Context: an optimization exercise on an open-source flow, tuned for small area, a short achievable clock period and few clock cycles per item. The choices shown serve that exercise and are no tape-out recipe. Where RTL was checked, it was by simulation tests only, not by an equivalence proof against the original. Only the layout flow was run in runs 1 and 2; the RTL was not checked for function there.

$ cat design/flow/design.v
module booth_multiplier #(
    parameter int N = 64
)(
    input  logic                    clk,
    input  logic                    rst,
    input  logic                    start,
    input  logic signed [N-1:0]     multiplicand,
    input  logic signed [N-1:0]     multiplier,
    output logic signed [(2*N)-1:0] product,
    output logic                    done
);
    logic [63:0]   M;           
    logic [63:0]   Q;           
    logic [65:0]   S, C;        
    logic [7:0]    SL, CL;      
    logic [3:0]    one, two, ng;    
    logic [3:0]    oneb, twob, ngb;    
    logic [2:0]    cnt;
    logic          busy, fin;
    logic [8:0]    lsum;
    logic          cout;
    assign lsum = {1'b0, SL} + {1'b0, CL};
    assign cout = lsum[8];
    function automatic logic [2:0] recode(input logic [2:0] b);
        recode[2] = b[1] ^ b[0];
        recode[1] = (b[2] & ~b[1] & ~b[0]) | (~b[2] & b[1] & b[0]);
        recode[0] = b[2];
    endfunction
    logic [8:0] nb;       
    logic [3:0] one_n, two_n, ng_n;
    always_comb begin
        if (start) nb = {multiplier[7:0], 1'b0};
        else       nb = Q[15:7];
        for (int j = 0; j < 4; j++)
            {one_n[j], two_n[j], ng_n[j]} = recode(nb[2*j +: 3]);
    end
    logic [65:0] pp0;
    logic [65:0] pp1;
    logic [65:0] pp2;
    logic [65:0] pp3;
    always_comb begin
        pp0[0] = ng[0] ^ (one[0] & M[0]);
        for (int i = 1; i < 33; i++) pp0[i] = ng[0] ^ ((one[0] & M[i]) | (two[0] & M[i-1]));
        for (int i = 33; i < 64; i++) pp0[i] = ngb[0] ^ ((oneb[0] & M[i]) | (twob[0] & M[i-1]));
        pp0[64] = ngb[0] ^ ((oneb[0] | twob[0]) & M[63]);
        pp0[65] = ~pp0[64];
        pp1[0] = ng[1] ^ (one[1] & M[0]);
        for (int i = 1; i < 33; i++) pp1[i] = ng[1] ^ ((one[1] & M[i]) | (two[1] & M[i-1]));
        for (int i = 33; i < 64; i++) pp1[i] = ngb[1] ^ ((oneb[1] & M[i]) | (twob[1] & M[i-1]));
        pp1[64] = ngb[1] ^ ((oneb[1] | twob[1]) & M[63]);
        pp1[65] = ~pp1[64];
        pp2[0] = ng[2] ^ (one[2] & M[0]);
        for (int i = 1; i < 33; i++) pp2[i] = ng[2] ^ ((one[2] & M[i]) | (two[2] & M[i-1]));
        for (int i = 33; i < 64; i++) pp2[i] = ngb[2] ^ ((oneb[2] & M[i]) | (twob[2] & M[i-1]));
        pp2[64] = ngb[2] ^ ((oneb[2] | twob[2]) & M[63]);
        pp2[65] = ~pp2[64];
        pp3[0] = ng[3] ^ (one[3] & M[0]);
        for (int i = 1; i < 33; i++) pp3[i] = ng[3] ^ ((one[3] & M[i]) | (two[3] & M[i-1]));
        for (int i = 33; i < 64; i++) pp3[i] = ngb[3] ^ ((oneb[3] & M[i]) | (twob[3] & M[i-1]));
        pp3[64] = ngb[3] ^ ((oneb[3] | twob[3]) & M[63]);
        pp3[65] = ~pp3[64];
    end
    logic [65:0] Sg;    
    assign Sg = S;
    logic hs0, hc0, fs1, fc1, fs2, fc2, hs3, hc3;
    logic fs4, fc4, fs5, fc5, fs6, fc6, fs7, fc7;
    logic fs8, fc8, fs9, fc9, fs10, fc10, fs11, fc11;
    logic fs12, fc12, fs13, fc13, fs14, fc14, fs15, fc15;
    logic fs16, fc16, fs17, fc17, fs18, fc18, fs19, fc19;
    logic fs20, fc20, fs21, fc21, fs22, fc22, fs23, fc23;
    logic fs24, fc24, fs25, fc25, fs26, fc26, fs27, fc27;
    logic fs28, fc28, fs29, fc29, fs30, fc30, fs31, fc31;
    logic fs32, fc32, fs33, fc33, fs34, fc34, fs35, fc35;
    logic fs36, fc36, fs37, fc37, fs38, fc38, fs39, fc39;
    logic fs40, fc40, fs41, fc41, fs42, fc42, fs43, fc43;
    logic fs44, fc44, fs45, fc45, fs46, fc46, fs47, fc47;
    logic fs48, fc48, fs49, fc49, fs50, fc50, fs51, fc51;
    logic fs52, fc52, fs53, fc53, fs54, fc54, fs55, fc55;
    logic fs56, fc56, fs57, fc57, fs58, fc58, fs59, fc59;
    logic fs60, fc60, fs61, fc61, fs62, fc62, fs63, fc63;
    logic fs64, fc64, fs65, fc65, fs66, fc66, fs67, fc67;
    logic fs68, fc68, fs69, fc69, fs70, fc70, fs71, fc71;
    logic fs72, fc72, fs73, fc73, fs74, fc74, fs75, fc75;
    logic fs76, fc76, fs77, fc77, fs78, fc78, fs79, fc79;
    logic fs80, fc80, fs81, fc81, fs82, fc82, fs83, fc83;
    logic fs84, fc84, fs85, fc85, fs86, fc86, fs87, fc87;
    logic fs88, fc88, fs89, fc89, fs90, fc90, fs91, fc91;
    logic fs92, fc92, fs93, fc93, fs94, fc94, fs95, fc95;
    logic fs96, fc96, fs97, fc97, fs98, fc98, fs99, fc99;
    logic fs100, fc100, fs101, fc101, fs102, fc102, fs103, fc103;
    logic fs104, fc104, fs105, fc105, fs106, fc106, fs107, fc107;
    logic fs108, fc108, fs109, fc109, fs110, fc110, fs111, fc111;
    logic fs112, fc112, fs113, fc113, fs114, fc114, fs115, fc115;
    logic fs116, fc116, fs117, fc117, fs118, fc118, fs119, fc119;
    logic fs120, fc120, fs121, fc121, fs122, fc122, hs123, hc123;
    logic hs124, hc124, fs125, fc125, fs126, fc126, fs127, fc127;
    logic fs128, fc128, fs129, fc129, fs130, fc130, fs131, fc131;
    logic fs132, fc132, fs133, fc133, fs134, fc134, fs135, fc135;
    logic fs136, fc136, fs137, fc137, fs138, fc138, fs139, fc139;
    logic fs140, fc140, fs141, fc141, fs142, fc142, fs143, fc143;
    logic fs144, fc144, fs145, fc145, fs146, fc146, fs147, fc147;
    logic fs148, fc148, fs149, fc149, fs150, fc150, fs151, fc151;
    logic fs152, fc152, fs153, fc153, fs154, fc154, fs155, fc155;
    logic fs156, fc156, fs157, fc157, fs158, fc158, fs159, fc159;
    logic fs160, fc160, fs161, fc161, fs162, fc162, fs163, fc163;
    logic fs164, fc164, fs165, fc165, fs166, fc166, fs167, fc167;
    logic fs168, fc168, fs169, fc169, fs170, fc170, fs171, fc171;
    logic fs172, fc172, fs173, fc173, fs174, fc174, fs175, fc175;
    logic fs176, fc176, fs177, fc177, fs178, fc178, fs179, fc179;
    logic fs180, fc180, fs181, fc181, fs182, fc182, fs183, fc183;
    logic fs184, fc184, fs185, fc185, fs186, fc186, fs187, fc187;
    logic fs188, fc188, fs189, fc189, fs190, fc190, hs191, hc191;
    logic hs192, hc192, fs193, fc193, fs194, fc194, fs195, fc195;
    logic fs196, fc196, fs197, fc197, fs198, fc198, fs199, fc199;
    logic fs200, fc200, fs201, fc201, fs202, fc202, fs203, fc203;
    logic fs204, fc204, fs205, fc205, fs206, fc206, fs207, fc207;
    logic fs208, fc208, fs209, fc209, fs210, fc210, fs211, fc211;
    logic fs212, fc212, fs213, fc213, fs214, fc214, fs215, fc215;
    logic fs216, fc216, fs217, fc217, fs218, fc218, fs219, fc219;
    logic fs220, fc220, fs221, fc221, fs222, fc222, fs223, fc223;
    logic fs224, fc224, fs225, fc225, fs226, fc226, fs227, fc227;
    logic fs228, fc228, fs229, fc229, fs230, fc230, fs231, fc231;
    logic fs232, fc232, fs233, fc233, fs234, fc234, fs235, fc235;
    logic fs236, fc236, fs237, fc237, fs238, fc238, fs239, fc239;
    logic fs240, fc240, fs241, fc241, fs242, fc242, fs243, fc243;
    logic fs244, fc244, fs245, fc245, fs246, fc246, fs247, fc247;
    logic fs248, fc248, fs249, fc249, fs250, fc250, fs251, fc251;
    logic fs252, fc252, fs253, fc253, fs254, fc254, fs255, fc255;
    logic fs256, fc256, fs257, fc257, fs258, fc258, fs259, fc259;
    logic fs260, fc260, fs261, fc261, hs262, hc262;
    bm_ha u_hs0 (.a(Sg[4]), .b(C[4]), .s(hs0), .co(hc0));
    bm_fa u_fs1 (.a(Sg[5]), .b(C[5]), .c(pp0[5]), .s(fs1), .co(fc1));
    bm_fa u_fs2 (.a(Sg[6]), .b(C[6]), .c(pp0[6]), .s(fs2), .co(fc2));
    bm_ha u_hs3 (.a(pp1[4]), .b(pp2[2]), .s(hs3), .co(hc3));
    bm_fa u_fs4 (.a(Sg[7]), .b(C[7]), .c(pp0[7]), .s(fs4), .co(fc4));
    bm_fa u_fs5 (.a(pp1[5]), .b(pp2[3]), .c(pp3[1]), .s(fs5), .co(fc5));
    bm_fa u_fs6 (.a(Sg[8]), .b(C[8]), .c(pp0[8]), .s(fs6), .co(fc6));
    bm_fa u_fs7 (.a(pp1[6]), .b(pp2[4]), .c(pp3[2]), .s(fs7), .co(fc7));
    bm_fa u_fs8 (.a(Sg[9]), .b(C[9]), .c(pp0[9]), .s(fs8), .co(fc8));
    bm_fa u_fs9 (.a(pp1[7]), .b(pp2[5]), .c(pp3[3]), .s(fs9), .co(fc9));
    bm_fa u_fs10 (.a(Sg[10]), .b(C[10]), .c(pp0[10]), .s(fs10), .co(fc10));
    bm_fa u_fs11 (.a(pp1[8]), .b(pp2[6]), .c(pp3[4]), .s(fs11), .co(fc11));
    bm_fa u_fs12 (.a(Sg[11]), .b(C[11]), .c(pp0[11]), .s(fs12), .co(fc12));
    bm_fa u_fs13 (.a(pp1[9]), .b(pp2[7]), .c(pp3[5]), .s(fs13), .co(fc13));
    bm_fa u_fs14 (.a(Sg[12]), .b(C[12]), .c(pp0[12]), .s(fs14), .co(fc14));
    bm_fa u_fs15 (.a(pp1[10]), .b(pp2[8]), .c(pp3[6]), .s(fs15), .co(fc15));
    bm_fa u_fs16 (.a(Sg[13]), .b(C[13]), .c(pp0[13]), .s(fs16), .co(fc16));
    bm_fa u_fs17 (.a(pp1[11]), .b(pp2[9]), .c(pp3[7]), .s(fs17), .co(fc17));
    bm_fa u_fs18 (.a(Sg[14]), .b(C[14]), .c(pp0[14]), .s(fs18), .co(fc18));
    bm_fa u_fs19 (.a(pp1[12]), .b(pp2[10]), .c(pp3[8]), .s(fs19), .co(fc19));
    bm_fa u_fs20 (.a(Sg[15]), .b(C[15]), .c(pp0[15]), .s(fs20), .co(fc20));
    bm_fa u_fs21 (.a(pp1[13]), .b(pp2[11]), .c(pp3[9]), .s(fs21), .co(fc21));
    bm_fa u_fs22 (.a(Sg[16]), .b(C[16]), .c(pp0[16]), .s(fs22), .co(fc22));
    bm_fa u_fs23 (.a(pp1[14]), .b(pp2[12]), .c(pp3[10]), .s(fs23), .co(fc23));
    bm_fa u_fs24 (.a(Sg[17]), .b(C[17]), .c(pp0[17]), .s(fs24), .co(fc24));
    bm_fa u_fs25 (.a(pp1[15]), .b(pp2[13]), .c(pp3[11]), .s(fs25), .co(fc25));
    bm_fa u_fs26 (.a(Sg[18]), .b(C[18]), .c(pp0[18]), .s(fs26), .co(fc26));
    bm_fa u_fs27 (.a(pp1[16]), .b(pp2[14]), .c(pp3[12]), .s(fs27), .co(fc27));
    bm_fa u_fs28 (.a(Sg[19]), .b(C[19]), .c(pp0[19]), .s(fs28), .co(fc28));
    bm_fa u_fs29 (.a(pp1[17]), .b(pp2[15]), .c(pp3[13]), .s(fs29), .co(fc29));
    bm_fa u_fs30 (.a(Sg[20]), .b(C[20]), .c(pp0[20]), .s(fs30), .co(fc30));
    bm_fa u_fs31 (.a(pp1[18]), .b(pp2[16]), .c(pp3[14]), .s(fs31), .co(fc31));
    bm_fa u_fs32 (.a(Sg[21]), .b(C[21]), .c(pp0[21]), .s(fs32), .co(fc32));
    bm_fa u_fs33 (.a(pp1[19]), .b(pp2[17]), .c(pp3[15]), .s(fs33), .co(fc33));
    bm_fa u_fs34 (.a(Sg[22]), .b(C[22]), .c(pp0[22]), .s(fs34), .co(fc34));
    bm_fa u_fs35 (.a(pp1[20]), .b(pp2[18]), .c(pp3[16]), .s(fs35), .co(fc35));
    bm_fa u_fs36 (.a(Sg[23]), .b(C[23]), .c(pp0[23]), .s(fs36), .co(fc36));
    bm_fa u_fs37 (.a(pp1[21]), .b(pp2[19]), .c(pp3[17]), .s(fs37), .co(fc37));
    bm_fa u_fs38 (.a(Sg[24]), .b(C[24]), .c(pp0[24]), .s(fs38), .co(fc38));
    bm_fa u_fs39 (.a(pp1[22]), .b(pp2[20]), .c(pp3[18]), .s(fs39), .co(fc39));
    bm_fa u_fs40 (.a(Sg[25]), .b(C[25]), .c(pp0[25]), .s(fs40), .co(fc40));
    bm_fa u_fs41 (.a(pp1[23]), .b(pp2[21]), .c(pp3[19]), .s(fs41), .co(fc41));
    bm_fa u_fs42 (.a(Sg[26]), .b(C[26]), .c(pp0[26]), .s(fs42), .co(fc42));
    bm_fa u_fs43 (.a(pp1[24]), .b(pp2[22]), .c(pp3[20]), .s(fs43), .co(fc43));
    bm_fa u_fs44 (.a(Sg[27]), .b(C[27]), .c(pp0[27]), .s(fs44), .co(fc44));
    bm_fa u_fs45 (.a(pp1[25]), .b(pp2[23]), .c(pp3[21]), .s(fs45), .co(fc45));
    bm_fa u_fs46 (.a(Sg[28]), .b(C[28]), .c(pp0[28]), .s(fs46), .co(fc46));
    bm_fa u_fs47 (.a(pp1[26]), .b(pp2[24]), .c(pp3[22]), .s(fs47), .co(fc47));
    bm_fa u_fs48 (.a(Sg[29]), .b(C[29]), .c(pp0[29]), .s(fs48), .co(fc48));
    bm_fa u_fs49 (.a(pp1[27]), .b(pp2[25]), .c(pp3[23]), .s(fs49), .co(fc49));
    bm_fa u_fs50 (.a(Sg[30]), .b(C[30]), .c(pp0[30]), .s(fs50), .co(fc50));
    bm_fa u_fs51 (.a(pp1[28]), .b(pp2[26]), .c(pp3[24]), .s(fs51), .co(fc51));
    bm_fa u_fs52 (.a(Sg[31]), .b(C[31]), .c(pp0[31]), .s(fs52), .co(fc52));
    bm_fa u_fs53 (.a(pp1[29]), .b(pp2[27]), .c(pp3[25]), .s(fs53), .co(fc53));
    bm_fa u_fs54 (.a(Sg[32]), .b(C[32]), .c(pp0[32]), .s(fs54), .co(fc54));
    bm_fa u_fs55 (.a(pp1[30]), .b(pp2[28]), .c(pp3[26]), .s(fs55), .co(fc55));
    bm_fa u_fs56 (.a(Sg[33]), .b(C[33]), .c(pp0[33]), .s(fs56), .co(fc56));
    bm_fa u_fs57 (.a(pp1[31]), .b(pp2[29]), .c(pp3[27]), .s(fs57), .co(fc57));
    bm_fa u_fs58 (.a(Sg[34]), .b(C[34]), .c(pp0[34]), .s(fs58), .co(fc58));
    bm_fa u_fs59 (.a(pp1[32]), .b(pp2[30]), .c(pp3[28]), .s(fs59), .co(fc59));
    bm_fa u_fs60 (.a(Sg[35]), .b(C[35]), .c(pp0[35]), .s(fs60), .co(fc60));
    bm_fa u_fs61 (.a(pp1[33]), .b(pp2[31]), .c(pp3[29]), .s(fs61), .co(fc61));
    bm_fa u_fs62 (.a(Sg[36]), .b(C[36]), .c(pp0[36]), .s(fs62), .co(fc62));
    bm_fa u_fs63 (.a(pp1[34]), .b(pp2[32]), .c(pp3[30]), .s(fs63), .co(fc63));
    bm_fa u_fs64 (.a(Sg[37]), .b(C[37]), .c(pp0[37]), .s(fs64), .co(fc64));
    bm_fa u_fs65 (.a(pp1[35]), .b(pp2[33]), .c(pp3[31]), .s(fs65), .co(fc65));
    bm_fa u_fs66 (.a(Sg[38]), .b(C[38]), .c(pp0[38]), .s(fs66), .co(fc66));
    bm_fa u_fs67 (.a(pp1[36]), .b(pp2[34]), .c(pp3[32]), .s(fs67), .co(fc67));
    bm_fa u_fs68 (.a(Sg[39]), .b(C[39]), .c(pp0[39]), .s(fs68), .co(fc68));
    bm_fa u_fs69 (.a(pp1[37]), .b(pp2[35]), .c(pp3[33]), .s(fs69), .co(fc69));
    bm_fa u_fs70 (.a(Sg[40]), .b(C[40]), .c(pp0[40]), .s(fs70), .co(fc70));
    bm_fa u_fs71 (.a(pp1[38]), .b(pp2[36]), .c(pp3[34]), .s(fs71), .co(fc71));
    bm_fa u_fs72 (.a(Sg[41]), .b(C[41]), .c(pp0[41]), .s(fs72), .co(fc72));
    bm_fa u_fs73 (.a(pp1[39]), .b(pp2[37]), .c(pp3[35]), .s(fs73), .co(fc73));
    bm_fa u_fs74 (.a(Sg[42]), .b(C[42]), .c(pp0[42]), .s(fs74), .co(fc74));
    bm_fa u_fs75 (.a(pp1[40]), .b(pp2[38]), .c(pp3[36]), .s(fs75), .co(fc75));
    bm_fa u_fs76 (.a(Sg[43]), .b(C[43]), .c(pp0[43]), .s(fs76), .co(fc76));
    bm_fa u_fs77 (.a(pp1[41]), .b(pp2[39]), .c(pp3[37]), .s(fs77), .co(fc77));
    bm_fa u_fs78 (.a(Sg[44]), .b(C[44]), .c(pp0[44]), .s(fs78), .co(fc78));
    bm_fa u_fs79 (.a(pp1[42]), .b(pp2[40]), .c(pp3[38]), .s(fs79), .co(fc79));
    bm_fa u_fs80 (.a(Sg[45]), .b(C[45]), .c(pp0[45]), .s(fs80), .co(fc80));
    bm_fa u_fs81 (.a(pp1[43]), .b(pp2[41]), .c(pp3[39]), .s(fs81), .co(fc81));
    bm_fa u_fs82 (.a(Sg[46]), .b(C[46]), .c(pp0[46]), .s(fs82), .co(fc82));
    bm_fa u_fs83 (.a(pp1[44]), .b(pp2[42]), .c(pp3[40]), .s(fs83), .co(fc83));
    bm_fa u_fs84 (.a(Sg[47]), .b(C[47]), .c(pp0[47]), .s(fs84), .co(fc84));
    bm_fa u_fs85 (.a(pp1[45]), .b(pp2[43]), .c(pp3[41]), .s(fs85), .co(fc85));
    bm_fa u_fs86 (.a(Sg[48]), .b(C[48]), .c(pp0[48]), .s(fs86), .co(fc86));
    bm_fa u_fs87 (.a(pp1[46]), .b(pp2[44]), .c(pp3[42]), .s(fs87), .co(fc87));
    bm_fa u_fs88 (.a(Sg[49]), .b(C[49]), .c(pp0[49]), .s(fs88), .co(fc88));
    bm_fa u_fs89 (.a(pp1[47]), .b(pp2[45]), .c(pp3[43]), .s(fs89), .co(fc89));
    bm_fa u_fs90 (.a(Sg[50]), .b(C[50]), .c(pp0[50]), .s(fs90), .co(fc90));
    bm_fa u_fs91 (.a(pp1[48]), .b(pp2[46]), .c(pp3[44]), .s(fs91), .co(fc91));
    bm_fa u_fs92 (.a(Sg[51]), .b(C[51]), .c(pp0[51]), .s(fs92), .co(fc92));
    bm_fa u_fs93 (.a(pp1[49]), .b(pp2[47]), .c(pp3[45]), .s(fs93), .co(fc93));
    bm_fa u_fs94 (.a(Sg[52]), .b(C[52]), .c(pp0[52]), .s(fs94), .co(fc94));
    bm_fa u_fs95 (.a(pp1[50]), .b(pp2[48]), .c(pp3[46]), .s(fs95), .co(fc95));
    bm_fa u_fs96 (.a(Sg[53]), .b(C[53]), .c(pp0[53]), .s(fs96), .co(fc96));
    bm_fa u_fs97 (.a(pp1[51]), .b(pp2[49]), .c(pp3[47]), .s(fs97), .co(fc97));
    bm_fa u_fs98 (.a(Sg[54]), .b(C[54]), .c(pp0[54]), .s(fs98), .co(fc98));
    bm_fa u_fs99 (.a(pp1[52]), .b(pp2[50]), .c(pp3[48]), .s(fs99), .co(fc99));
    bm_fa u_fs100 (.a(Sg[55]), .b(C[55]), .c(pp0[55]), .s(fs100), .co(fc100));
    bm_fa u_fs101 (.a(pp1[53]), .b(pp2[51]), .c(pp3[49]), .s(fs101), .co(fc101));
    bm_fa u_fs102 (.a(Sg[56]), .b(C[56]), .c(pp0[56]), .s(fs102), .co(fc102));
    bm_fa u_fs103 (.a(pp1[54]), .b(pp2[52]), .c(pp3[50]), .s(fs103), .co(fc103));
    bm_fa u_fs104 (.a(Sg[57]), .b(C[57]), .c(pp0[57]), .s(fs104), .co(fc104));
    bm_fa u_fs105 (.a(pp1[55]), .b(pp2[53]), .c(pp3[51]), .s(fs105), .co(fc105));
    bm_fa u_fs106 (.a(Sg[58]), .b(C[58]), .c(pp0[58]), .s(fs106), .co(fc106));
    bm_fa u_fs107 (.a(pp1[56]), .b(pp2[54]), .c(pp3[52]), .s(fs107), .co(fc107));
    bm_fa u_fs108 (.a(Sg[59]), .b(C[59]), .c(pp0[59]), .s(fs108), .co(fc108));
    bm_fa u_fs109 (.a(pp1[57]), .b(pp2[55]), .c(pp3[53]), .s(fs109), .co(fc109));
    bm_fa u_fs110 (.a(Sg[60]), .b(C[60]), .c(pp0[60]), .s(fs110), .co(fc110));
    bm_fa u_fs111 (.a(pp1[58]), .b(pp2[56]), .c(pp3[54]), .s(fs111), .co(fc111));
    bm_fa u_fs112 (.a(Sg[61]), .b(C[61]), .c(pp0[61]), .s(fs112), .co(fc112));
    bm_fa u_fs113 (.a(pp1[59]), .b(pp2[57]), .c(pp3[55]), .s(fs113), .co(fc113));
    bm_fa u_fs114 (.a(Sg[62]), .b(C[62]), .c(pp0[62]), .s(fs114), .co(fc114));
    bm_fa u_fs115 (.a(pp1[60]), .b(pp2[58]), .c(pp3[56]), .s(fs115), .co(fc115));
    bm_fa u_fs116 (.a(Sg[63]), .b(C[63]), .c(pp0[63]), .s(fs116), .co(fc116));
    bm_fa u_fs117 (.a(pp1[61]), .b(pp2[59]), .c(pp3[57]), .s(fs117), .co(fc117));
    bm_fa u_fs118 (.a(Sg[64]), .b(C[64]), .c(pp0[64]), .s(fs118), .co(fc118));
    bm_fa u_fs119 (.a(pp1[62]), .b(pp2[60]), .c(pp3[58]), .s(fs119), .co(fc119));
    bm_fa u_fs120 (.a(Sg[65]), .b(C[65]), .c(pp0[65]), .s(fs120), .co(fc120));
    bm_fa u_fs121 (.a(pp1[63]), .b(pp2[61]), .c(pp3[59]), .s(fs121), .co(fc121));
    bm_fa u_fs122 (.a(pp1[64]), .b(pp2[62]), .c(pp3[60]), .s(fs122), .co(fc122));
    bm_ha u_hs123 (.a(Sg[0]), .b(C[0]), .s(hs123), .co(hc123));
    bm_ha u_hs124 (.a(Sg[1]), .b(C[1]), .s(hs124), .co(hc124));
    bm_fa u_fs125 (.a(Sg[2]), .b(C[2]), .c(pp0[2]), .s(fs125), .co(fc125));
    bm_fa u_fs126 (.a(Sg[3]), .b(C[3]), .c(pp0[3]), .s(fs126), .co(fc126));
    bm_fa u_fs127 (.a(hs0), .b(pp0[4]), .c(pp1[2]), .s(fs127), .co(fc127));
    bm_fa u_fs128 (.a(hc0), .b(fs1), .c(pp1[3]), .s(fs128), .co(fc128));
    bm_fa u_fs129 (.a(fc1), .b(fs2), .c(hs3), .s(fs129), .co(fc129));
    bm_fa u_fs130 (.a(fc2), .b(hc3), .c(fs4), .s(fs130), .co(fc130));
    bm_fa u_fs131 (.a(fc4), .b(fc5), .c(fs6), .s(fs131), .co(fc131));
    bm_fa u_fs132 (.a(fc6), .b(fc7), .c(fs8), .s(fs132), .co(fc132));
    bm_fa u_fs133 (.a(fc8), .b(fc9), .c(fs10), .s(fs133), .co(fc133));
    bm_fa u_fs134 (.a(fc10), .b(fc11), .c(fs12), .s(fs134), .co(fc134));
    bm_fa u_fs135 (.a(fc12), .b(fc13), .c(fs14), .s(fs135), .co(fc135));
    bm_fa u_fs136 (.a(fc14), .b(fc15), .c(fs16), .s(fs136), .co(fc136));
    bm_fa u_fs137 (.a(fc16), .b(fc17), .c(fs18), .s(fs137), .co(fc137));
    bm_fa u_fs138 (.a(fc18), .b(fc19), .c(fs20), .s(fs138), .co(fc138));
    bm_fa u_fs139 (.a(fc20), .b(fc21), .c(fs22), .s(fs139), .co(fc139));
    bm_fa u_fs140 (.a(fc22), .b(fc23), .c(fs24), .s(fs140), .co(fc140));
    bm_fa u_fs141 (.a(fc24), .b(fc25), .c(fs26), .s(fs141), .co(fc141));
    bm_fa u_fs142 (.a(fc26), .b(fc27), .c(fs28), .s(fs142), .co(fc142));
    bm_fa u_fs143 (.a(fc28), .b(fc29), .c(fs30), .s(fs143), .co(fc143));
    bm_fa u_fs144 (.a(fc30), .b(fc31), .c(fs32), .s(fs144), .co(fc144));
    bm_fa u_fs145 (.a(fc32), .b(fc33), .c(fs34), .s(fs145), .co(fc145));
    bm_fa u_fs146 (.a(fc34), .b(fc35), .c(fs36), .s(fs146), .co(fc146));
    bm_fa u_fs147 (.a(fc36), .b(fc37), .c(fs38), .s(fs147), .co(fc147));
    bm_fa u_fs148 (.a(fc38), .b(fc39), .c(fs40), .s(fs148), .co(fc148));
    bm_fa u_fs149 (.a(fc40), .b(fc41), .c(fs42), .s(fs149), .co(fc149));
    bm_fa u_fs150 (.a(fc42), .b(fc43), .c(fs44), .s(fs150), .co(fc150));
    bm_fa u_fs151 (.a(fc44), .b(fc45), .c(fs46), .s(fs151), .co(fc151));
    bm_fa u_fs152 (.a(fc46), .b(fc47), .c(fs48), .s(fs152), .co(fc152));
    bm_fa u_fs153 (.a(fc48), .b(fc49), .c(fs50), .s(fs153), .co(fc153));
    bm_fa u_fs154 (.a(fc50), .b(fc51), .c(fs52), .s(fs154), .co(fc154));
    bm_fa u_fs155 (.a(fc52), .b(fc53), .c(fs54), .s(fs155), .co(fc155));
    bm_fa u_fs156 (.a(fc54), .b(fc55), .c(fs56), .s(fs156), .co(fc156));
    bm_fa u_fs157 (.a(fc56), .b(fc57), .c(fs58), .s(fs157), .co(fc157));
    bm_fa u_fs158 (.a(fc58), .b(fc59), .c(fs60), .s(fs158), .co(fc158));
    bm_fa u_fs159 (.a(fc60), .b(fc61), .c(fs62), .s(fs159), .co(fc159));
    bm_fa u_fs160 (.a(fc62), .b(fc63), .c(fs64), .s(fs160), .co(fc160));
    bm_fa u_fs161 (.a(fc64), .b(fc65), .c(fs66), .s(fs161), .co(fc161));
    bm_fa u_fs162 (.a(fc66), .b(fc67), .c(fs68), .s(fs162), .co(fc162));
    bm_fa u_fs163 (.a(fc68), .b(fc69), .c(fs70), .s(fs163), .co(fc163));
    bm_fa u_fs164 (.a(fc70), .b(fc71), .c(fs72), .s(fs164), .co(fc164));
    bm_fa u_fs165 (.a(fc72), .b(fc73), .c(fs74), .s(fs165), .co(fc165));
    bm_fa u_fs166 (.a(fc74), .b(fc75), .c(fs76), .s(fs166), .co(fc166));
    bm_fa u_fs167 (.a(fc76), .b(fc77), .c(fs78), .s(fs167), .co(fc167));
    bm_fa u_fs168 (.a(fc78), .b(fc79), .c(fs80), .s(fs168), .co(fc168));
    bm_fa u_fs169 (.a(fc80), .b(fc81), .c(fs82), .s(fs169), .co(fc169));
    bm_fa u_fs170 (.a(fc82), .b(fc83), .c(fs84), .s(fs170), .co(fc170));
    bm_fa u_fs171 (.a(fc84), .b(fc85), .c(fs86), .s(fs171), .co(fc171));
    bm_fa u_fs172 (.a(fc86), .b(fc87), .c(fs88), .s(fs172), .co(fc172));
    bm_fa u_fs173 (.a(fc88), .b(fc89), .c(fs90), .s(fs173), .co(fc173));
    bm_fa u_fs174 (.a(fc90), .b(fc91), .c(fs92), .s(fs174), .co(fc174));
    bm_fa u_fs175 (.a(fc92), .b(fc93), .c(fs94), .s(fs175), .co(fc175));
    bm_fa u_fs176 (.a(fc94), .b(fc95), .c(fs96), .s(fs176), .co(fc176));
    bm_fa u_fs177 (.a(fc96), .b(fc97), .c(fs98), .s(fs177), .co(fc177));
    bm_fa u_fs178 (.a(fc98), .b(fc99), .c(fs100), .s(fs178), .co(fc178));
    bm_fa u_fs179 (.a(fc100), .b(fc101), .c(fs102), .s(fs179), .co(fc179));
    bm_fa u_fs180 (.a(fc102), .b(fc103), .c(fs104), .s(fs180), .co(fc180));
    bm_fa u_fs181 (.a(fc104), .b(fc105), .c(fs106), .s(fs181), .co(fc181));
    bm_fa u_fs182 (.a(fc106), .b(fc107), .c(fs108), .s(fs182), .co(fc182));
    bm_fa u_fs183 (.a(fc108), .b(fc109), .c(fs110), .s(fs183), .co(fc183));
    bm_fa u_fs184 (.a(fc110), .b(fc111), .c(fs112), .s(fs184), .co(fc184));
    bm_fa u_fs185 (.a(fc112), .b(fc113), .c(fs114), .s(fs185), .co(fc185));
    bm_fa u_fs186 (.a(fc114), .b(fc115), .c(fs116), .s(fs186), .co(fc186));
    bm_fa u_fs187 (.a(fc116), .b(fc117), .c(fs118), .s(fs187), .co(fc187));
    bm_fa u_fs188 (.a(fc118), .b(fc119), .c(fs120), .s(fs188), .co(fc188));
    bm_fa u_fs189 (.a(fc120), .b(fc121), .c(fs122), .s(fs189), .co(fc189));
    bm_fa u_fs190 (.a(fc122), .b(pp1[65]), .c(pp2[63]), .s(fs190), .co(fc190));
    bm_ha u_hs191 (.a(pp2[64]), .b(pp3[62]), .s(hs191), .co(hc191));
    bm_ha u_hs192 (.a(hs123), .b(pp0[0]), .s(hs192), .co(hc192));
    bm_fa u_fs193 (.a(hc123), .b(hs124), .c(pp0[1]), .s(fs193), .co(fc193));
    bm_fa u_fs194 (.a(hc124), .b(fs125), .c(pp1[0]), .s(fs194), .co(fc194));
    bm_fa u_fs195 (.a(fc125), .b(fs126), .c(pp1[1]), .s(fs195), .co(fc195));
    bm_fa u_fs196 (.a(fc126), .b(fs127), .c(pp2[0]), .s(fs196), .co(fc196));
    bm_fa u_fs197 (.a(fc127), .b(fs128), .c(pp2[1]), .s(fs197), .co(fc197));
    bm_fa u_fs198 (.a(fc128), .b(fs129), .c(pp3[0]), .s(fs198), .co(fc198));
    bm_fa u_fs199 (.a(fc129), .b(fs130), .c(fs5), .s(fs199), .co(fc199));
    bm_fa u_fs200 (.a(fc130), .b(fs131), .c(fs7), .s(fs200), .co(fc200));
    bm_fa u_fs201 (.a(fc131), .b(fs132), .c(fs9), .s(fs201), .co(fc201));
    bm_fa u_fs202 (.a(fc132), .b(fs133), .c(fs11), .s(fs202), .co(fc202));
    bm_fa u_fs203 (.a(fc133), .b(fs134), .c(fs13), .s(fs203), .co(fc203));
    bm_fa u_fs204 (.a(fc134), .b(fs135), .c(fs15), .s(fs204), .co(fc204));
    bm_fa u_fs205 (.a(fc135), .b(fs136), .c(fs17), .s(fs205), .co(fc205));
    bm_fa u_fs206 (.a(fc136), .b(fs137), .c(fs19), .s(fs206), .co(fc206));
    bm_fa u_fs207 (.a(fc137), .b(fs138), .c(fs21), .s(fs207), .co(fc207));
    bm_fa u_fs208 (.a(fc138), .b(fs139), .c(fs23), .s(fs208), .co(fc208));
    bm_fa u_fs209 (.a(fc139), .b(fs140), .c(fs25), .s(fs209), .co(fc209));
    bm_fa u_fs210 (.a(fc140), .b(fs141), .c(fs27), .s(fs210), .co(fc210));
    bm_fa u_fs211 (.a(fc141), .b(fs142), .c(fs29), .s(fs211), .co(fc211));
    bm_fa u_fs212 (.a(fc142), .b(fs143), .c(fs31), .s(fs212), .co(fc212));
    bm_fa u_fs213 (.a(fc143), .b(fs144), .c(fs33), .s(fs213), .co(fc213));
    bm_fa u_fs214 (.a(fc144), .b(fs145), .c(fs35), .s(fs214), .co(fc214));
    bm_fa u_fs215 (.a(fc145), .b(fs146), .c(fs37), .s(fs215), .co(fc215));
    bm_fa u_fs216 (.a(fc146), .b(fs147), .c(fs39), .s(fs216), .co(fc216));
    bm_fa u_fs217 (.a(fc147), .b(fs148), .c(fs41), .s(fs217), .co(fc217));
    bm_fa u_fs218 (.a(fc148), .b(fs149), .c(fs43), .s(fs218), .co(fc218));
    bm_fa u_fs219 (.a(fc149), .b(fs150), .c(fs45), .s(fs219), .co(fc219));
    bm_fa u_fs220 (.a(fc150), .b(fs151), .c(fs47), .s(fs220), .co(fc220));
    bm_fa u_fs221 (.a(fc151), .b(fs152), .c(fs49), .s(fs221), .co(fc221));
    bm_fa u_fs222 (.a(fc152), .b(fs153), .c(fs51), .s(fs222), .co(fc222));
    bm_fa u_fs223 (.a(fc153), .b(fs154), .c(fs53), .s(fs223), .co(fc223));
    bm_fa u_fs224 (.a(fc154), .b(fs155), .c(fs55), .s(fs224), .co(fc224));
    bm_fa u_fs225 (.a(fc155), .b(fs156), .c(fs57), .s(fs225), .co(fc225));
    bm_fa u_fs226 (.a(fc156), .b(fs157), .c(fs59), .s(fs226), .co(fc226));
    bm_fa u_fs227 (.a(fc157), .b(fs158), .c(fs61), .s(fs227), .co(fc227));
    bm_fa u_fs228 (.a(fc158), .b(fs159), .c(fs63), .s(fs228), .co(fc228));
    bm_fa u_fs229 (.a(fc159), .b(fs160), .c(fs65), .s(fs229), .co(fc229));
    bm_fa u_fs230 (.a(fc160), .b(fs161), .c(fs67), .s(fs230), .co(fc230));
    bm_fa u_fs231 (.a(fc161), .b(fs162), .c(fs69), .s(fs231), .co(fc231));
    bm_fa u_fs232 (.a(fc162), .b(fs163), .c(fs71), .s(fs232), .co(fc232));
    bm_fa u_fs233 (.a(fc163), .b(fs164), .c(fs73), .s(fs233), .co(fc233));
    bm_fa u_fs234 (.a(fc164), .b(fs165), .c(fs75), .s(fs234), .co(fc234));
    bm_fa u_fs235 (.a(fc165), .b(fs166), .c(fs77), .s(fs235), .co(fc235));
    bm_fa u_fs236 (.a(fc166), .b(fs167), .c(fs79), .s(fs236), .co(fc236));
    bm_fa u_fs237 (.a(fc167), .b(fs168), .c(fs81), .s(fs237), .co(fc237));
    bm_fa u_fs238 (.a(fc168), .b(fs169), .c(fs83), .s(fs238), .co(fc238));
    bm_fa u_fs239 (.a(fc169), .b(fs170), .c(fs85), .s(fs239), .co(fc239));
    bm_fa u_fs240 (.a(fc170), .b(fs171), .c(fs87), .s(fs240), .co(fc240));
    bm_fa u_fs241 (.a(fc171), .b(fs172), .c(fs89), .s(fs241), .co(fc241));
    bm_fa u_fs242 (.a(fc172), .b(fs173), .c(fs91), .s(fs242), .co(fc242));
    bm_fa u_fs243 (.a(fc173), .b(fs174), .c(fs93), .s(fs243), .co(fc243));
    bm_fa u_fs244 (.a(fc174), .b(fs175), .c(fs95), .s(fs244), .co(fc244));
    bm_fa u_fs245 (.a(fc175), .b(fs176), .c(fs97), .s(fs245), .co(fc245));
    bm_fa u_fs246 (.a(fc176), .b(fs177), .c(fs99), .s(fs246), .co(fc246));
    bm_fa u_fs247 (.a(fc177), .b(fs178), .c(fs101), .s(fs247), .co(fc247));
    bm_fa u_fs248 (.a(fc178), .b(fs179), .c(fs103), .s(fs248), .co(fc248));
    bm_fa u_fs249 (.a(fc179), .b(fs180), .c(fs105), .s(fs249), .co(fc249));
    bm_fa u_fs250 (.a(fc180), .b(fs181), .c(fs107), .s(fs250), .co(fc250));
    bm_fa u_fs251 (.a(fc181), .b(fs182), .c(fs109), .s(fs251), .co(fc251));
    bm_fa u_fs252 (.a(fc182), .b(fs183), .c(fs111), .s(fs252), .co(fc252));
    bm_fa u_fs253 (.a(fc183), .b(fs184), .c(fs113), .s(fs253), .co(fc253));
    bm_fa u_fs254 (.a(fc184), .b(fs185), .c(fs115), .s(fs254), .co(fc254));
    bm_fa u_fs255 (.a(fc185), .b(fs186), .c(fs117), .s(fs255), .co(fc255));
    bm_fa u_fs256 (.a(fc186), .b(fs187), .c(fs119), .s(fs256), .co(fc256));
    bm_fa u_fs257 (.a(fc187), .b(fs188), .c(fs121), .s(fs257), .co(fc257));
    bm_fa u_fs258 (.a(fc188), .b(fs189), .c(1'b1), .s(fs258), .co(fc258));
    bm_fa u_fs259 (.a(fc189), .b(fs190), .c(pp3[61]), .s(fs259), .co(fc259));
    bm_fa u_fs260 (.a(fc190), .b(hs191), .c(1'b1), .s(fs260), .co(fc260));
    bm_fa u_fs261 (.a(hc191), .b(pp2[65]), .c(pp3[63]), .s(fs261), .co(fc261));
    bm_ha u_hs262 (.a(pp3[64]), .b(1'b1), .s(hs262), .co(hc262));
    logic [65:0] S_t, C_t;
    logic [7:0] SL_t, CL_t;
    assign SL_t[0] = hs192;
    assign CL_t[0] = cout;
    assign SL_t[1] = hc192;
    assign CL_t[1] = fs193;
    assign SL_t[2] = fc193;
    assign CL_t[2] = fs194;
    assign SL_t[3] = fc194;
    assign CL_t[3] = fs195;
    assign SL_t[4] = fc195;
    assign CL_t[4] = fs196;
    assign SL_t[5] = fc196;
    assign CL_t[5] = fs197;
    assign SL_t[6] = fc197;
    assign CL_t[6] = fs198;
    assign SL_t[7] = fc198;
    assign CL_t[7] = fs199;
    assign S_t[0] = fc199;
    assign C_t[0] = fs200;
    assign S_t[1] = fc200;
    assign C_t[1] = fs201;
    assign S_t[2] = fc201;
    assign C_t[2] = fs202;
    assign S_t[3] = fc202;
    assign C_t[3] = fs203;
    assign S_t[4] = fc203;
    assign C_t[4] = fs204;
    assign S_t[5] = fc204;
    assign C_t[5] = fs205;
    assign S_t[6] = fc205;
    assign C_t[6] = fs206;
    assign S_t[7] = fc206;
    assign C_t[7] = fs207;
    assign S_t[8] = fc207;
    assign C_t[8] = fs208;
    assign S_t[9] = fc208;
    assign C_t[9] = fs209;
    assign S_t[10] = fc209;
    assign C_t[10] = fs210;
    assign S_t[11] = fc210;
    assign C_t[11] = fs211;
    assign S_t[12] = fc211;
    assign C_t[12] = fs212;
    assign S_t[13] = fc212;
    assign C_t[13] = fs213;
    assign S_t[14] = fc213;
    assign C_t[14] = fs214;
    assign S_t[15] = fc214;
    assign C_t[15] = fs215;
    assign S_t[16] = fc215;
    assign C_t[16] = fs216;
    assign S_t[17] = fc216;
    assign C_t[17] = fs217;
    assign S_t[18] = fc217;
    assign C_t[18] = fs218;
    assign S_t[19] = fc218;
    assign C_t[19] = fs219;
    assign S_t[20] = fc219;
    assign C_t[20] = fs220;
    assign S_t[21] = fc220;
    assign C_t[21] = fs221;
    assign S_t[22] = fc221;
    assign C_t[22] = fs222;
    assign S_t[23] = fc222;
    assign C_t[23] = fs223;
    assign S_t[24] = fc223;
    assign C_t[24] = fs224;
    assign S_t[25] = fc224;
    assign C_t[25] = fs225;
    assign S_t[26] = fc225;
    assign C_t[26] = fs226;
    assign S_t[27] = fc226;
    assign C_t[27] = fs227;
    assign S_t[28] = fc227;
    assign C_t[28] = fs228;
    assign S_t[29] = fc228;
    assign C_t[29] = fs229;
    assign S_t[30] = fc229;
    assign C_t[30] = fs230;
    assign S_t[31] = fc230;
    assign C_t[31] = fs231;
    assign S_t[32] = fc231;
    assign C_t[32] = fs232;
    assign S_t[33] = fc232;
    assign C_t[33] = fs233;
    assign S_t[34] = fc233;
    assign C_t[34] = fs234;
    assign S_t[35] = fc234;
    assign C_t[35] = fs235;
    assign S_t[36] = fc235;
    assign C_t[36] = fs236;
    assign S_t[37] = fc236;
    assign C_t[37] = fs237;
    assign S_t[38] = fc237;
    assign C_t[38] = fs238;
    assign S_t[39] = fc238;
    assign C_t[39] = fs239;
    assign S_t[40] = fc239;
    assign C_t[40] = fs240;
    assign S_t[41] = fc240;
    assign C_t[41] = fs241;
    assign S_t[42] = fc241;
    assign C_t[42] = fs242;
    assign S_t[43] = fc242;
    assign C_t[43] = fs243;
    assign S_t[44] = fc243;
    assign C_t[44] = fs244;
    assign S_t[45] = fc244;
    assign C_t[45] = fs245;
    assign S_t[46] = fc245;
    assign C_t[46] = fs246;
    assign S_t[47] = fc246;
    assign C_t[47] = fs247;
    assign S_t[48] = fc247;
    assign C_t[48] = fs248;
    assign S_t[49] = fc248;
    assign C_t[49] = fs249;
    assign S_t[50] = fc249;
    assign C_t[50] = fs250;
    assign S_t[51] = fc250;
    assign C_t[51] = fs251;
    assign S_t[52] = fc251;
    assign C_t[52] = fs252;
    assign S_t[53] = fc252;
    assign C_t[53] = fs253;
    assign S_t[54] = fc253;
    assign C_t[54] = fs254;
    assign S_t[55] = fc254;
    assign C_t[55] = fs255;
    assign S_t[56] = fc255;
    assign C_t[56] = fs256;
    assign S_t[57] = fc256;
    assign C_t[57] = fs257;
    assign S_t[58] = fc257;
    assign C_t[58] = fs258;
    assign S_t[59] = fc258;
    assign C_t[59] = fs259;
    assign S_t[60] = fc259;
    assign C_t[60] = fs260;
    assign S_t[61] = fc260;
    assign C_t[61] = fs261;
    assign S_t[62] = fc261;
    assign C_t[62] = hs262;
    assign S_t[63] = hc262;
    assign C_t[63] = pp3[65];
    assign S_t[64] = 1'b1;
    assign C_t[64] = 1'b0;
    assign S_t[65] = 1'b0;
    assign C_t[65] = 1'b0;
    logic [71:0] cpa;
    assign cpa = {S[63:0], SL} + {C[63:0], CL};
    logic [65:0] C_INIT;
    always_comb begin
        C_INIT = '0;
        C_INIT[65] = 1'b1;
        for (int i = 0; i < 32; i++) C_INIT[2*i] = multiplier[2*i+1];
    end
    always_ff @(posedge clk) begin
        if (start) begin
            M   <= multiplicand;
            Q   <= multiplier;
            cnt <= '0;
        end else if (busy) begin
            Q   <= {lsum[7:0], Q[63:8]};
            cnt <= cnt + 1'b1;
        end else if (fin) begin
            Q   <= {cpa[7:0], Q[63:8]};
        end
        if (busy) begin
            S   <= S_t;
            C   <= C_t;
            SL  <= SL_t;
            CL  <= CL_t;
        end else begin
            S   <= start ? '0 : {2'd0, cpa[71:8]};
            C   <= start ? C_INIT : '0;
            SL  <= '0;
            CL  <= '0;
        end
        if (start || busy) begin
            one <= one_n;
            two <= two_n;
            ng  <= ng_n;
        end
        oneb <= one_n;
        twob <= two_n;
        ngb  <= ng_n;
    end
    always_ff @(posedge clk or posedge rst) begin
        if (rst) begin
            busy  <= 1'b0;
            fin   <= 1'b0;
            done  <= 1'b0;
        end else begin
            if (start) begin
                busy <= 1'b1;
                fin  <= 1'b0;
                done <= 1'b0;
            end else begin
                if (busy && cnt == 7) begin
                    busy <= 1'b0;
                    fin  <= 1'b1;
                end
                if (fin) begin
                    fin  <= 1'b0;
                    done <= 1'b1;
                end
            end
        end
    end
    assign product = {S[63:0], Q};
endmodule
module bm_fa (input logic a, input logic b, input logic c, output logic s, output logic co);
    assign s  = a ^ b ^ c;
    assign co = (a & b) | (a & c) | (b & c);
endmodule
module bm_ha (input logic a, input logic b, output logic s, output logic co);
    assign s  = a ^ b;
    assign co = a & b;
endmodule
$ cat design/flow/flow/run.sh
#!/bin/bash
# Own layout flow: the standard flow, with the port buffers made from
# sky130_fd_sc_hd__buf_1 cells instead of the default cell.
set -e
cp standard.sh standard_sh.txt
echo "export BUFFER_PORTS_ARGS = -buffer_cell sky130_fd_sc_hd__buf_1" >> config.mk
bash standard.sh > standard.log 2>&1
$ cat design/flow/standard.sh
#!/bin/bash
# synth_recipe.tcl (not shown) runs the flow's synth.tcl, then flattens the netlist and writes it again
# the make line also repeats each setting of config.mk as NAME=value (left out here)
make -C /OpenROAD-flow-scripts/flow DESIGN_CONFIG=/design/flow/config.mk WORK_HOME=/design/flow/orfs CLKGATE_MAP_FILE= SYNTH_SCRIPT=/design/flow/synth_recipe.tcl "${@:-finish}"
$ cat design/flow/config.mk
export PLATFORM = sky130hd
export DESIGN_NAME = booth_multiplier
export DESIGN_NICKNAME = booth_multiplier
export VERILOG_FILES = /design/flow/design.v
export SDC_FILE = /design/flow/constraint.sdc
export NUM_CORES = 4
export LEC_CHECK = 0
export CAP_MARGIN = 20
export CORE_MARGIN = 2
export CORE_UTILIZATION = 60
export SETUP_SLACK_MARGIN = 3.0
export SLEW_MARGIN = 20
export SYNTH_HIERARCHICAL = 1
export SYNTH_MINIMUM_KEEP_SIZE = 0
export BUFFER_PORTS_ARGS = -buffer_cell sky130_fd_sc_hd__buf_1
$ cat design/flow/constraint.sdc
create_clock -name core_clock -period 6.0 [get_ports {clk}]
set_input_delay 1.2000 -clock core_clock [delete_from_list [all_inputs] [get_ports {clk}]]
set_output_delay 1.2000 -clock core_clock [all_outputs]
set_load 0.01 [all_outputs]
==> results_dict.tcl, run 1 <==
set metrics [dict create \
    syn-instance-count 2379 \
    drt_wl_total_mm 76.2 \
    critPathCaptureType "flop" \
    worstPathMaxFanout 3 \
    avgSynthCellArea_um2 10.4 \
    die_area_um2 42700 \
    hold_buffers 0 \
    first_global_vias 19400 \
    placed_cells 2925 \
    dpl_cell_area_um2 25200 \
    ys_ff_latch 304 \
    postRouteAntennaNets 0 \
    period_minus_slack_ps 3390 \
    synth.yosys.warnings 7 \
    slew_viol_final 0 \
    grt_max_degree 92 \
    holdCritPathClass "in2async" \
    synth_largest_area_cell "fa_1" \
    rsz0062_at_grt "yes" \
    gp_congestion 0.916 \
    clock_skew_ps 20.4 \
    cts_sinks 304 \
    hpwl_mm 55.4 \
    max_freq_mhz 295 \
    synth_top_cell_area_share_pct 20.9 \
    critical_path_arrival_ps 3830 \
    max_slew.worst_pin.slew_ps 769 \
    cp_data_required_time_ps 6440 \
    drt_pre_antenna_iters 6 \
    fill_cells 3182 \
    syn_area_um2 24600 \
    setup_viol 0 \
    vias_per_cell 6.36 \
    synth_area_leaders "fa_1 (21%), edfxtp_1 (17%), dfxtp_1 (13%), xnor2_1 (11%), a22oi_1 (7.7%)" \
    synth-async-reset-ratio_pct 0.987 \
    path_class "reg2reg" \
    clockBufferDepth 3 \
    post-route-drc-count 0 \
    synth_common_cells "xnor2_1 (299), fa_1 (257), a22oi_1 (253), nand2_1 (190), dfxtp_1 (161)" \
    rows 74 \
    grt_usage_pct 35.1 \
    antenna-diode-count 0 \
    cts_max_level 2 \
    grt-ovfl-total 0 \
    synth.most_common_cell "xnor2_1" \
    regArea_um2 7530 \
    clock_latency_ps 570 \
    slew_headroom_pct 48.7 \
    antenna_found_initial 0 \
    path_clk_slew_ps 60 \
    final_cells 3042 \
    core_area_um2 40600 \
    finalSetupTns_ps 0 \
    initial_core_util_pct 60.6 \
    cp-start-kind "flop" \
    dominantRegCellSynth "dfxtp_1" \
    synth_edf_count 140 \
    drive_above_1_share_pct 10.4 \
    fin_crit_sh_pct 56.5 \
    multi_input_area_um2 16100 \
    numCtsBuffers 38 \
    die_y_um 207 \
    io_pins 260 \
    area_growth_pct 11.9 \
    ys_types 71 \
    maxCapViolations 0 \
    stdcell_area_um2 27500 \
    cts_tree "done" \
    wire_per_inst_um 25.0 \
    finalHoldViolCount 0 \
    nets 2949 \
    fp.dieW_um 207 \
    root_buffer "clkbuf_16" \
    port-buffer-count 259 \
    synth.yosys.seq_area_share_pct 30.5 \
    drt-initial-drc-count 1965 \
    num_vias 19300 \
    grt_pass1_wl_mm 114 \
    status "complete, no violations" \
]
-- state kept, by name, summed over array words and instances (netlist names), 8 cells and up --
name     count
C           65
CL           8
product     64
Q           64
M           64
SL           8
-- Yosys stat by module, one instance, submodules excluded --
| module | flops+latches | cells inside | cell area (um^2) | copies in the design |
|---|---|---|---|---|
| bm_fa | 0 | 1 | 20.0 | 256 |
| bm_ha | 0 | 1 | 12.5 | 7 |
| booth_multiplier | 304 | 2116 | 19400 | 1 |
-- metal layers --
metal  track usage, %  share of wire, %
met2             56.2                47
met5                0                 0
met1             49.1                42
met4             10.3               3.2
met3             6.31               8.4
-- placed cells by master, fill, tap and decap left out, types with 7 or more instances in the layout --
cell type	n
a211oi_1	7
a21o_1	37
a21oi_1	81
a22o_1	8
a22oi_1	252
and2_1	47
buf_1	258
buf_4	43
buf_6	25
clkbuf_1	8
clkbuf_16	41
clkinv_2	8
dfxtp_1	151
edfxtp_1	140
fa_1	255
ha_1	63
ha_2	7
ha_4	10
inv_1	55
mux2_2	27
mux2i_1	7
nand2_1	188
nand3_1	14
nand4_1	25
nor2_1	53
nor3_1	10
o21a_1	14
o21ai_0	141
o21ai_1	14
o21bai_1	15
o31ai_4	7
xnor2_1	298
xor2_1	27
-- path summary, 6_finish.rpt --
| check | slack, ps | start | cells after the start | end |
|---|---|---|---|---|
| setup / recovery | 2610 | CL[0] | 15 | product[124] |
| hold / removal | 470 | rst | 2 | busy |
| setup reg to reg | 2610 | CL[0] | 15 | product[124] |
| hold reg to reg | 470 | fin | 1 | fin |
| max in group asynchronous | 5370 | rst | 2 | busy |
| min in group core_clock | 480 | fin | 1 | fin |
-- metrics by stage --
| step | hold slack, ps | worst slack [ps] | utilization [%] |
|---|---|---|---|
| after floorplan | 402 | 2900 | - |
| after global placement | 446 | 2420 | 62.0 |
| after detailed placement | 462 | 2410 | 62.0 |
| after CTS | 460 | 2550 | 66.4 |
| after global routing | 479 | 2540 | 67.8 |
| final | 475 | 2610 | 67.8 |
-- critical path: stages, from the launching register on --
cell and delay, ps:
dfxtp_2 340, ha_4 130, inv_2 30, fa_2 350, and2b_2 250, o2111ai_4 140, buf_6 160, buf_6 110
a211oi_4 340, nor2_4 80, o22a_4 220, a21o_1 190, o31a_1 340, or3_4 350, nand4_1 120, o311ai_2 100
-- final cells by class --
class	count	share of cell area (%)
Clock inverter	16	0.445
Sequential cell	304	27.3
Tap cell	532	2.42
Inverter	57	0.777
Clock buffer	53	3.95
Timing Repair Buffer	338	6.56
Multi-Input combinational cell	1742	58.5
-- repair_timing --
action / CTS / global route
gates resized for setup: 82 / 83
pin swaps: 23 / 32
buffers inserted: 25 / 21
endpoints found under the hold margin: 0 / 0
cloned: 0 / 1
setup endpoints to repair: 86 / 59
-- kinds of logic (layout without fill, tap and decap cells) --
logic type | Yosys count | count (layout) | share of synthesized area (%)
and+or+nand+nor | 390 | 390 | 7.38
DFF | 304 | 304 | 30.5
buffers and inverters | 336 | 464 | 6.41
adders and majority gates | 337 | 337 | 25.0
xor gates and xnor gates | 329 | 329 | 11.7
other | 2 | 5 | 0.0305
AOI/OAI and AO/OA | 647 | 647 | 17.5
muxes | 34 | 34 | 1.52
==> run 2: changes to the inputs <==
--- a/design/flow/config.mk
+++ b/design/flow/config.mk
@@ -8,6 +8,7 @@
 export CAP_MARGIN = 20
 export CORE_MARGIN = 2
 export CORE_UTILIZATION = 60
+export CTS_BUF_LIST = sky130_fd_sc_hd__clkbuf_4
 export SETUP_SLACK_MARGIN = 3.0
 export SLEW_MARGIN = 20
 export SYNTH_HIERARCHICAL = 1
==> run 2 against run 1 <==
Net effect:
- cell area is 0.13% higher
- clock skew increased by 15 ps
- sequential share of layout area is essentially flat
==> results_dict.tcl, run 2 <==
set metrics [dict create \
    placed_cells 2925 \
    io_pins 260 \
    hold_buffers 0 \
    synth_common_cells "xnor2_1 (299), fa_1 (257), a22oi_1 (253), nand2_1 (190), dfxtp_1 (161)" \
    path_clk_slew_ps 80 \
    cp-start-kind "flop" \
    clock_latency_ps 830 \
    fin_ws_ps 2440 \
    slew_headroom_pct 48.7 \
    grt_pass1_wl_mm 115 \
    r2r_cells 16 \
    fp.dieW_um 207 \
    status "complete, no violations" \
    max_slew.worst_pin.slew_ps 769 \
    regToRegEndpoint "product[124]" \
    root_buffer "clkbuf_4" \
    final_cell_mix "xnor2_1 (297), buf_1 (258), fa_1 (254), a22oi_1 (252), nand2_1 (187)" \
    slew_viol_final 0 \
    setup_viol 0 \
    synth_edf_count 140 \
    gp_congestion 0.916 \
    synth_top_cell_area_share_pct 20.9 \
    clock_skew_ps 35.2 \
    vias_per_cell 6.30 \
    final_cells 3147 \
    syn_area_um2 24600 \
    critPathCaptureType "flop" \
    fill_cells 3264 \
    crit_top_cell "buf_6" \
    antenna_found_initial 2 \
    clockBufferDepth 3 \
    rows 74 \
    dp_slack_ps 2410 \
    holdCritPathClass "in2async" \
    port-buffer-count 259 \
    nets 3005 \
    drt-initial-drc-count 2000 \
    path_class "reg2reg" \
    grt-ovfl-total 0 \
    rr_startpoint "CL[0]" \
    post-route-drc-count 0 \
    synth.yosys.seq_area_share_pct 30.5 \
    die_y_um 207 \
    grt_max_degree 92 \
    avgSynthCellArea_um2 10.4 \
    dominantRegCellSynth "dfxtp_1" \
    finalHoldViolCount 0 \
    die_area_um2 42700 \
    first_global_vias 19900 \
    reg2reg_slack_ps 2440 \
    wire_per_inst_um 24.7 \
    postRouteAntennaNets 0 \
    largest_reg_flops 65 \
    numCtsBuffers 89 \
    synth_area_leaders "fa_1 (21%), edfxtp_1 (17%), dfxtp_1 (13%), xnor2_1 (11%), a22oi_1 (7.7%)" \
    critical_path.cell_chain "ha_4 -> inv_2 -> fa_2 -> and2b_2 -> o2111ai_4 -> buf_6 -> buf_6 -> buf_6 -> a211oi_4 -> nor2_4 -> o22a_2 -> a21o_1 -> o31a_1 -> or3_4 -> nand4_1 -> o311ai_2" \
    worstPathMaxFanout 3 \
    maxCapViolations 0 \
    num_vias 19800 \
    synth.yosys.warnings 7 \
    drt_pre_antenna_iters 6 \
    dpl_cell_area_um2 25200 \
    ys_ff_latch 304 \
    cts_max_level 3 \
    period_minus_slack_ps 3560 \
    cts_tree "done" \
    cts_sinks 304 \
    critPathSlowestCell "or3_4" \
    synth.most_common_cell "xnor2_1" \
    grt_usage_pct 35.5 \
    area_growth_pct 12.0 \
    cp_data_required_time_ps 6690 \
    core_area_um2 40600 \
    drive_above_1_share_pct 13.3 \
    critical_path_arrival_ps 4250 \
    max_freq_mhz 281 \
    rsz0062_at_grt "yes" \
    max_stage_delay_ps 360 \
    initial_core_util_pct 60.6 \
    fin_crit_sh_pct 59.3 \
    finalSetupTns_ps 0 \
    drt_wl_total_mm 77.8 \
    top_register "C" \
    layout_commonest_cell "xnor2_1" \
    synth-async-reset-ratio_pct 0.987 \
    hpwl_mm 55.4 \
    ys_types 71 \
    synth_largest_area_cell "fa_1" \
    stdcell_area_um2 27600 \
    syn-instance-count 2379 \
]
==> run 2: cell count changes in the layout (fill, tap and decap cells not counted), moves of 4 or more <==
cell       delta
clkbuf_1      -8
clkbuf_16    -38
clkbuf_4    +124
clkbuf_8      -5
clkinv_1     +27
inv_2         +4
==> run 2: logic make-up after synthesis <==
family	Yosys count	share of synthesized area, %
xor+xnor	329	11.7
mux	34	1.52
other cells	2	0.0305
fa+ha+maj	337	25.0
compound gates	647	17.5
simple gates	390	7.38
buf+inv	336	6.41
flops	304	30.5
==> run 2: metrics by stage <==
| step | hold slack [ps] | util, % |
|---|---|---|
| 5_1_grt | 185 | 67.9 |
| 6_report | 227 | 67.9 |
| 4_1_cts | 165 | 66.3 |
| 2_1_floorplan | 402 | - |
| 3_5_place_dp | 462 | 62.0 |
| 3_3_place_gp | 446 | 62.0 |
==> run 2: final cells by class <==
| class | count | area (um^2) | area share, % |
|---|---|---|---|
| tap | 532 | 666 | 2.41 |
| clock buffer | 124 | 931 | 3.37 |
| multi-input combinational | 1742 | 16100 | 58.2 |
| sequential | 304 | 7540 | 27.3 |
| timing repair buffer | 343 | 1910 | 6.91 |
| clock inverter | 44 | 258 | 0.934 |
| antenna | 1 | 2.50 | 0.00907 |
| inverter | 57 | 214 | 0.776 |
==> run 2: per-module statistics from Yosys, one instance, submodules excluded <==
module / cells inside / cell area (um^2)
booth_multiplier: 2116 / 19400
bm_fa: 1 / 20.0
bm_ha: 1 / 12.5
==> run 2: critical path, delay by kind of cell (launching register included) <==
kind,cells,cell delay [ps]
fa+ha+maj,2,460
compound gates,6,1410
flops,1,340
simple gates,4,800
buf+inv,4,400
==> run 2: what timing repair did <==
item / in CTS / in global routing
gates cloned: 0 / 3
hold endpoints to repair: 0 / 0
resized for setup: 76 / 94
pin swaps: 30 / 35
setup buffers: 28 / 21
setup endpoints to repair: 82 / 59
==> run 2: worst max path at each step <==
stage,from,end
after detailed placement,product[66],product[124]
after CTS,CL[0],product[122]
after global placement,oneb[2],product[123]
after global routing,CL[0],product[124]
final,CL[0],product[124]
after floorplan,SL[0],product[114]
==> run 2: per-layer routing <==
layer  global-route usage [%]  wire length (um)
met2                     56.8             36300
met5                        0                 0
met4                     12.4              2870
met3                     7.80              7190
met1                     47.9             31400
==> run 3: changes to the inputs <==
--- a/design/flow/design.v
+++ b/design/flow/design.v
@@ -15,6 +15,7 @@
     logic [7:0]    SL, CL;      
     logic [3:0]    one, two, ng;    
     logic [3:0]    oneb, twob, ngb;    
+    logic          first;       
     logic [2:0]    cnt;
     logic          busy, fin;
     logic [8:0]    lsum;
@@ -61,7 +62,7 @@
         pp3[65] = ~pp3[64];
     end
     logic [65:0] Sg;    
-    assign Sg = S;
+    assign Sg = first ? '0 : S;
     logic hs0, hc0, fs1, fc1, fs2, fc2, hs3, hc3;
     logic fs4, fc4, fs5, fc5, fs6, fc6, fs7, fc7;
     logic fs8, fc8, fs9, fc9, fs10, fc10, fs11, fc11;
@@ -566,7 +567,7 @@
             SL  <= SL_t;
             CL  <= CL_t;
         end else begin
-            S   <= start ? '0 : {2'd0, cpa[71:8]};
+            S   <= {2'd0, cpa[71:8]};
             C   <= start ? C_INIT : '0;
             SL  <= '0;
             CL  <= '0;
@@ -585,7 +586,9 @@
             busy  <= 1'b0;
             fin   <= 1'b0;
             done  <= 1'b0;
+            first <= 1'b0;
         end else begin
+            first <= start;
             if (start) begin
                 busy <= 1'b1;
                 fin  <= 1'b0;
--- a/design/flow/config.mk
+++ b/design/flow/config.mk
@@ -8,7 +8,6 @@
 export CAP_MARGIN = 20
 export CORE_MARGIN = 2
 export CORE_UTILIZATION = 60
-export CTS_BUF_LIST = sky130_fd_sc_hd__clkbuf_4
 export SETUP_SLACK_MARGIN = 3.0
 export SLEW_MARGIN = 20
 export SYNTH_HIERARCHICAL = 1
==> run 3 against run 2 <==
Net effect:
- cell count decreased by 1.7%
- critical path depth decreased by 3
- setup slack improved by 590 ps
- clock skew decreased by 12 ps
- flip-flop and latch count increased by 1
- critical endpoint is now S[56]
- sequential share of layout area increased by 0.18 points
- highest routed layer is now met5
==> results_dict.tcl, run 3 <==
set metrics [dict create \
    status "complete, no violations" \
    r2r_cells 13 \
    grt_usage_pct 35.5 \
    layout_commonest_cell "xnor2_1" \
    fill_cells 3378 \
    core_area_um2 41100 \
    syn_area_um2 25100 \
    antenna-diode-count 0 \
    cts_tree "done" \
    path_clk_slew_ps 60 \
    cp_data_required_time_ps 6420 \
    synth_top_cell_area_share_pct 20.5 \
    maxCapViolations 0 \
    rr_startpoint "SL[0]" \
    ys_types 71 \
    first_global_vias 20200 \
    wire_per_inst_um 25.1 \
    num_vias 19600 \
    die_y_um 209 \
    holdCritPathClass "reg2reg" \
    path_class "reg2reg" \
    area_growth_pct 9.50 \
    synth.yosys.seq_area_share_pct 30.0 \
    synth_edf_count 140 \
    syn-instance-count 2459 \
    setup_viol 0 \
    clockBufferDepth 3 \
    drive_above_1_share_pct 9.45 \
    fp.dieW_um 209 \
    reg2reg_slack_ps 3040 \
    fin_crit_sh_pct 49.4 \
    drt_wl_total_mm 77.7 \
    slew_headroom_pct 26.7 \
    critical_path_arrival_ps 3390 \
    critPathCaptureType "flop" \
    drt-initial-drc-count 2367 \
    synth_area_leaders "fa_1 (20%), edfxtp_1 (17%), dfxtp_1 (13%), xnor2_1 (11%), a22oi_1 (7.6%)" \
    synth.most_common_cell "xnor2_1" \
    drt_pre_antenna_iters 6 \
    die_area_um2 43500 \
    nets 2999 \
    root_buffer "clkbuf_16" \
    synth_common_cells "xnor2_1 (303), fa_1 (257), a22oi_1 (253), nand2_1 (205), o21ai_0 (170)" \
    gp_congestion 0.955 \
]
## run 3: changes by cell type in the layout (fill, tap and decap cells not counted), moves of 16 or more
cell       change
buf_4         -20
clkbuf_16     +37
clkbuf_4     -124
clkinv_1      -22
nand2_1       +16
nor2b_1       +68
o21ai_0       +17
## run 3: cell families (layout without fill, tap and decap cells)
kind of cell / count (synthesis) / after routing / synth area share, %
compound gates: 636 / 636 / 16.8
simple gates: 472 / 472 / 9.17
fa+ha+maj: 337 / 337 / 24.5
buf+inv: 336 / 434 / 6.31
xor+xnor: 335 / 335 / 11.7
flops: 305 / 305 / 30.0
mux: 36 / 36 / 1.57
other cells: 2 / 5 / 0.0299
## run 3: through the flow
step	cells	utilization, %	area (um^2)	setup WS (ps)
finish	3092	66.9	27500	3040
floorplan	2462	-	25100	3140
global placement	2999	62.3	25600	2680
detailed placement	2999	62.3	25600	2620
CTS	3075	65.9	27100	2990
global route	3092	66.9	27500	2920
## run 3: per-layer routing
layer | wire, um | track usage [%] | part of all wire (%)
met2 | 35900 | 55.1 | 46
met3 | 7370 | 8.28 | 9.5
met1 | 32000 | 49.0 | 41
met5 | 22 | 0 | 0.028
met4 | 2520 | 13.2 | 3.2
## run 3: worst max-delay path by stage
| stage | end | cells past startpoint | slack (ps) | startpoint |
|---|---|---|---|---|
| floorplan | S[58] | 8 | 3140 | ngb[1] |
| global placement | C[58] | 6 | 2680 | ngb[1] |
| detailed placement | S[58] | 7 | 2620 | first |
| CTS | S[58] | 9 | 2990 | twob[0] |
| global route | S[58] | 13 | 2920 | SL[0] |
| finish | S[56] | 13 | 3040 | SL[0] |
## run 3: what timing repair did
action                     4_1_cts  5_1_grt
pin swaps                       15       21
gates resized for setup         54       86
cloned                           0        1
buffers inserted                 7       16
setup endpoints to repair      113       68
## run 3: cell type report
class | count | area (um^2) | share of cell area [%]
multi-input combinational | 1821 | 16400 | 59.5
timing repair buffer | 308 | 1510 | 5.49
clock buffer | 54 | 1090 | 3.97
clock inverter | 15 | 82.6 | 0.300
inverter | 57 | 214 | 0.778
tap | 532 | 666 | 2.42
sequential | 305 | 7570 | 27.5
## run 3: modules after synthesis, one instance, submodules excluded
module	flip-flops and latches	cells	copies in the design	area, um^2
bm_fa	0	1	256	20.0
bm_ha	0	1	7	12.5
booth_multiplier	305	2196	1	19900
## run 3: critical path: stages, from the launching register on
cell	delay, ps
dfxtp_2	340
ha_4	130
inv_2	40
fa_2	350
nand2b_4	160
a21oi_4	220
o21ai_4	110
a2111oi_4	400
nor3_4	100
o211ai_2	210
o21ai_4	160
o41ai_4	360
xnor2_1	160
o21ai_1	70
Testbench counts of run 3, summed over its fixed seeds: cycles 2,880, items 288.

[separate check: timing with driven ports]
The flow's constraints put no driver on any port. The routed layouts listed below were extracted and timed again, unchanged, in two steps. Step 1 sets driving cells, clkbuf_16 on the clock port and buf_2 on the other inputs (assumed; they add their load-dependent delay and slew). Step 2 also shifts input and output timing later by t, the mid clock arrival at the registers, as if the neighbouring blocks saw the same clock. Slacks: ideal ports / drivers / drivers and shift; pairs: ideal ports / drivers.
| run | shift t [ns] | setup slack, ns | worst slew at a driven data input, ns |
|---|---|---|---|
| run 1 | 0.615 | 2.610 / 2.610 / 2.435 | 0.06 |
| run 2 | 0.872 | 2.443 / 2.443 / 2.435 | 0.06 |
| run 3 | 0.617 | 3.035 / 3.035 / 2.586 | 0.14 |
After both steps every run listed still meets setup and hold. The setup slack of run 3, which loses most, moves by 0.000 ns with the drivers and by -0.449 ns with both steps.
